This is an optimization exercise on Yosys and OpenROAD, whose aim is small area, a short achievable clock period and few clock cycles per item, not a production implementation. RTL that was checked went through simulation tests only; none was proved equivalent to the original. No driver is modelled on the clock port, so clocking that relies on it looks cheaper here than on a real chip. No activity file was given, so power comes from the tool's default toggle rates.

Design booth, start of the top module:
module booth (
    input  wire        clk  ,
    input  wire        rst_n,
    input  wire [15:0] x    ,
    input  wire [15:0] y    ,
    input  wire        start,
    output wire [31:0] z    ,
    output wire        busy
);
==> flow/config.mk <==
export PLATFORM = sky130hd
export DESIGN_NAME = booth
export DESIGN_NICKNAME = booth
export VERILOG_FILES = /design/flow/design.v
export SDC_FILE = /design/flow/constraint.sdc
export NUM_CORES = 4
export LEC_CHECK = 0
export CAP_MARGIN = 20
export CORE_MARGIN = 2
export CORE_UTILIZATION = 40
export SLEW_MARGIN = 20
export SYNTH_HIERARCHICAL = 1
export SYNTH_MINIMUM_KEEP_SIZE = 0
==> flow/constraint.sdc <==
create_clock -name core_clock -period 4.0 [get_ports {clk}]
set_input_delay 0.8000 -clock core_clock [delete_from_list [all_inputs] [get_ports {clk}]]
set_output_delay 0.8000 -clock core_clock [all_outputs]
set_load 0.01 [all_outputs]
standard.sh (not shown) runs the stock make flow with config.mk's settings and CLKGATE_MAP_FILE= SYNTH_SCRIPT=/design/flow/synth_recipe.tcl, a recipe that flattens the netlist after the stock synthesis.
==> flow/flow/run.sh <==
#!/bin/bash
set -euo pipefail
export BUFFER_PORTS_ARGS="-buffer_cell sky130_fd_sc_hd__buf_2"
bash standard.sh > standard.log 2>&1
==> next run, changes <==
==> flow/run.sh (new file) <==
#!/bin/bash
# synth_recipe.tcl (not shown) runs the flow's synth.tcl, then flattens the netlist and writes it again
# the make line also repeats each setting of config.mk as NAME=value (left out here)
make -C /OpenROAD-flow-scripts/flow DESIGN_CONFIG=/design/flow/config.mk WORK_HOME=/design/flow/orfs CLKGATE_MAP_FILE= SYNTH_SCRIPT=/design/flow/synth_recipe.tcl finish
removed: flow/flow/run.sh
removed: flow/standard.sh
After rerunning:
- The new run completed with no timing, DRC or antenna violations
- routed wire length goes up by a few percent
- final cell count came out higher by a few percent
- die area stays the same
==> next run, changes <==
GPL_TIMING_DRIVEN = 0   (was default)
After rerunning: The new run produced a clean layout; non-clock buffer count went down by 19; routed wire length went up by 6.7%; worst setup slack loses 7.3 ps; via count went up by about 1%; global-route usage went up by 0.77 points; total power went up by about 12%; count of clock-buffer cells in the layout went up by 1; combinational power went up by 14%.
Function was not checked in any run of this note: the RTL went through the layout flow alone.


booth, a different RTL version from the one above (not shown whole).
Size: ~650 cells after synthesis, roughly 68 I/O pins.
clock: 4.0 ns
lec_check: 0
cap_margin: 20
core_margin: 2
core_utilization: 40
slew_margin: 20
synth_hierarchical: 1
synth_minimum_keep_size: 0
==> flow/flow/run.sh <==
#!/bin/bash
set -euo pipefail
export BUFFER_PORTS_ARGS="-buffer_cell sky130_fd_sc_hd__buf_2"
export PRE_FLOORPLAN_TCL="$PWD/flow/downsize.tcl"
export POST_CTS_TCL="$PWD/flow/recover.tcl"
bash standard.sh > standard.log 2>&1
==> flow/flow/downsize.tcl <==
# Start the layout from the smallest drive strength of each combinational
# cell that synthesis picked; timing repair later sizes up what it needs.
set db [ord::get_db]
set block [ord::get_db_block]
set n 0
foreach inst [$block getInsts] {
  set m [[$inst getMaster] getName]
  if {![regexp {^(sky130_fd_sc_hd__([a-z0-9]+))_([0-9]+)$} $m -> base short drive]} { continue }
  if {[regexp {^(s?e?df|dl|conb|tap|fill|decap|clk)} $short]} { continue }
  foreach d {0 1 2} {
    if {$d >= $drive} { break }
    set cand ${base}_$d
    set cm [$db findMaster $cand]
    if {$cm eq "NULL" || $cm eq ""} { continue }
    replace_cell [$inst getName] $cand
    incr n
    break
  }
}
puts "downsize.tcl: resized $n instances"
==> flow/flow/recover.tcl <==
# After clock tree synthesis and its timing repair: slow down (downsize)
# cells on paths with positive slack; global routing's repair runs after.
estimate_parasitics -placement
repair_timing -recover_power 100 -verbose
Testbench counts at the start, summed over its fixed seeds: cycles 3,200, items 3,200.
Next try:
==> flow/flow/run.sh (replaced) <==
#!/bin/bash
set -euo pipefail
export BUFFER_PORTS_ARGS="-buffer_cell sky130_fd_sc_hd__buf_2"
export PRE_FLOORPLAN_TCL="$PWD/flow/downsize.tcl"
bash standard.sh > standard.log 2>&1
Settings changed: CTS_BUF_LIST set to sky130_fd_sc_hd__clkbuf_8, CTS_CLUSTER_SIZE set to 30.
removed: flow/flow/recover.tcl
=> The new run completed without violations; utilization decreases by 0.70 points; sequential cell count does not change; routed wire length is lower by 1.8%; power decreases by 0.82%; final cell count shrinks by 0.61%.
Next try:
Settings changed: CELL_PAD_IN_SITES_DETAIL_PLACEMENT set to 0, CELL_PAD_IN_SITES_GLOBAL_PLACEMENT set to 0, CTS_BUF_LIST sky130_fd_sc_hd__clkbuf_8 to unset, CTS_CLUSTER_SIZE 30 to unset.
Worst setup slack improved by 0.017 ns. Final area went up by 0.78%. Power went up by 1.9%. Core utilization went up by 0.37 points. Global-route usage is about the same. Hold slack improved by 0.039 ns. Flip-flop and latch count is unchanged. Cell count does not change. Combinational power is about the same. First-iteration DRC count went up by 1.6%.
Next try:
Settings changed: CELL_PAD_IN_SITES_DETAIL_PLACEMENT 0 to unset, CELL_PAD_IN_SITES_GLOBAL_PLACEMENT 0 to unset, GPL_TIMING_DRIVEN set to 0.
The changed run produced a clean layout.
Critical path depth goes up by 1.
Final area rises by 2.9%.
Hold slack loses 0.12 ns.
Clock power stays flat.
Flip-flop and latch count does not change.
Sequential power hardly moves.
Sequential share of layout area is lower by 0.52 points.
Worst setup slack is worse by 0.041 ns.
Fmax shrinks by about 1%.
Count of clock-buffer cells in the layout fell by 1.
Via count grows by 3.2%.


## harbor
booth, a different RTL version from the one above (not shown whole).
For scale: about 650 cells after synthesis, about 68 I/O pins.
==> flow/design.v (excerpt) <==
module booth (
    input  wire        clk  ,
    input  wire        rst_n,
    input  wire [15:0] x    ,
    input  wire [15:0] y    ,
    input  wire        start,
    output wire [31:0] z    ,
    output wire        busy
);
==> flow/config.mk <==
export PLATFORM = sky130hd
export DESIGN_NAME = booth
export DESIGN_NICKNAME = booth
export VERILOG_FILES = /design/flow/design.v
export SDC_FILE = /design/flow/constraint.sdc
export NUM_CORES = 4
export LEC_CHECK = 0
export CAP_MARGIN = 20
export CORE_MARGIN = 2
export CORE_UTILIZATION = 40
export SLEW_MARGIN = 20
export SYNTH_HIERARCHICAL = 1
export SYNTH_MINIMUM_KEEP_SIZE = 0
==> flow/constraint.sdc <==
create_clock -name core_clock -period 4.0 [get_ports {clk}]
set_input_delay 0.8000 -clock core_clock [delete_from_list [all_inputs] [get_ports {clk}]]
set_output_delay 0.8000 -clock core_clock [all_outputs]
set_load 0.01 [all_outputs]
==> flow/flow/run.sh <==
#!/bin/bash
set -euo pipefail
export BUFFER_PORTS_ARGS="-buffer_cell sky130_fd_sc_hd__buf_4"
export PRE_FLOORPLAN_TCL="$PWD/flow/downsize.tcl"
bash standard.sh > standard.log 2>&1
Scripts as last shown in full above: flow/flow/downsize.tcl
harbor went all the way through the flow, and no timing, DRC or antenna check failed.
Testbench counts of harbor, summed over its fixed seeds: cycles 3,200, items 3,200.
The inputs of pepper differ from those of harbor as listed below.
- setting SETUP_SLACK_MARGIN to 0.2 for the first time
==> flow/flow/run.sh <==
#!/bin/bash
set -euo pipefail
export BUFFER_PORTS_ARGS="-buffer_cell sky130_fd_sc_hd__buf_2"
export PRE_FLOORPLAN_TCL="$PWD/flow/downsize.tcl"
bash standard.sh > standard.log 2>&1
==> comparison <==
- [compare] base=harbor new=pepper: total power went down, global-route wire length before repair went up, count of endpoints failing hold in the final timing report did not really move, top fanout value on the critical path went down.
- The first element of the critical path comes out y[10] in one run and y[4] in the other, namely in pepper and harbor respectively.
- When the final numbers for pepper and harbor were put side by side, the maximum frequency turned out to be greater in pepper.
- pepper reports a lower internal power than harbor does.


booth with an RTL version that a note above also has.
For scale: about 68 I/O pins.
Settings: LEC_CHECK=0, CAP_MARGIN=20, CORE_MARGIN=2, CORE_UTILIZATION=40, SLEW_MARGIN=20, SYNTH_HIERARCHICAL=1, SYNTH_MINIMUM_KEEP_SIZE=0; clock period 4.0 ns.
==> flow/flow/run.sh <==
#!/bin/bash
set -euo pipefail
export BUFFER_PORTS_ARGS="-buffer_cell sky130_fd_sc_hd__buf_1"
export PRE_FLOORPLAN_TCL="$PWD/flow/downsize.tcl"
bash standard.sh > standard.log 2>&1
Scripts as last shown in full above: flow/flow/downsize.tcl
Testbench counts at the start, summed over its fixed seeds: cycles 3,200, items 3,200.
Then changed:
==> flow/flow/run.sh (replaced) <==
#!/bin/bash
set -euo pipefail
export BUFFER_PORTS_ARGS="-buffer_cell sky130_fd_sc_hd__buf_2"
export PRE_FLOORPLAN_TCL="$PWD/flow/downsize.tcl"
bash standard.sh > standard.log 2>&1
--- a/flow/config.mk
+++ b/flow/config.mk
@@ -9,4 +9,5 @@
 export CORE_MARGIN = 2
 export CORE_UTILIZATION = 40
+export GPL_ROUTABILITY_DRIVEN = 0
 export SLEW_MARGIN = 20
 export SYNTH_HIERARCHICAL = 1
Result: The new run finished clean. Worst hold slack degrades by 0.040 ns. Wire length fell slightly. Power came out higher by a few percent. Final cell count fell by a few percent.
Then changed:
--- a/flow/config.mk
+++ b/flow/config.mk
@@ -9,5 +9,5 @@
 export CORE_MARGIN = 2
 export CORE_UTILIZATION = 40
-export GPL_ROUTABILITY_DRIVEN = 0
+export PLACE_DENSITY = 0.75
 export SLEW_MARGIN = 20
 export SYNTH_HIERARCHICAL = 1
Effect: Cell count hardly moves; worst setup slack is worse by 0.021 ns; sequential power stays flat; wire length drops by 1.6%; utilization climbs by 0.26 points; flip-flop and latch count stays the same; via count climbs by 1.1%; total power climbs by 1.2%; clock power climbs by 11%; hold slack is better by 0.033 ns; sequential share of layout area is about the same.
Then changed:
--- a/flow/config.mk
+++ b/flow/config.mk
@@ -9,5 +9,4 @@
 export CORE_MARGIN = 2
 export CORE_UTILIZATION = 40
-export PLACE_DENSITY = 0.75
 export SLEW_MARGIN = 20
 export SYNTH_HIERARCHICAL = 1
Result: The changed run completed without violations; power drops by 2.6%; clock-buffer cell count climbs by 1; final cell count climbs by 0.41%; combinational power drops by about 0.9%; die area is unchanged; worst setup slack gains 0.064 ns; final area is about the same; routed wire length climbs by 2.4%; utilization barely changes.

==> what the ideal ports hide <==
No port has a modelled driver above. Below, the same layouts with a new extraction and two added sets of constraints.
Step 1, drivers: a clkbuf_16 drives clk and a buf_2 each remaining input, both assumed.
Step 2, shift: input delay + t, output delay - t, t = (earliest + latest rising clock arrival at the registers) / 2. This alone moves slack from input paths to output paths.
a / b / c = no drivers / after step 1 / after step 2; a / b = the first two.
| run | t (ns) | setup slack, ns | worst setup path after step 2 |
|---|---|---|---|
| the first run of note 1 | 0.384 | 0.088 / 0.111 / -0.273 | input to register |
| the second run of note 1 | 0.383 | 0.063 / 0.073 / -0.309 | input to register |
| the third run of note 1 | 0.389 | 0.056 / 0.075 / -0.314 | input to register |
| the first run of note 2 | 0.341 | 0.084 / 0.097 / -0.243 | input to register |
| the second run of note 2 | 0.369 | 0.122 / 0.123 / -0.246 | input to register |
| the third run of note 2 | 0.340 | 0.139 / 0.153 / -0.187 | input to register |
| the fourth run of note 2 | 0.348 | 0.097 / 0.043 / -0.305 | input to register |
| harbor | 0.343 | 0.161 / 0.176 / -0.167 | input to register |
| pepper | 0.349 | 0.186 / 0.193 / -0.156 | input to register |
| the first run of note 4 | 0.349 | 0.061 / 0.075 / -0.274 | input to register |
| the second run of note 4 | 0.351 | 0.096 / 0.089 / -0.261 | input to register |
| the third run of note 4 | 0.353 | 0.075 / 0.082 / -0.271 | input to register |
| the fourth run of note 4 | 0.340 | 0.139 / 0.153 / -0.187 | input to register |
With both steps, setup timing fails in every run listed, where it was met with ideal ports. For the fourth run of note 2, which loses most, drivers alone change the setup slack by -0.054 ns; drivers and shift together by -0.402 ns.
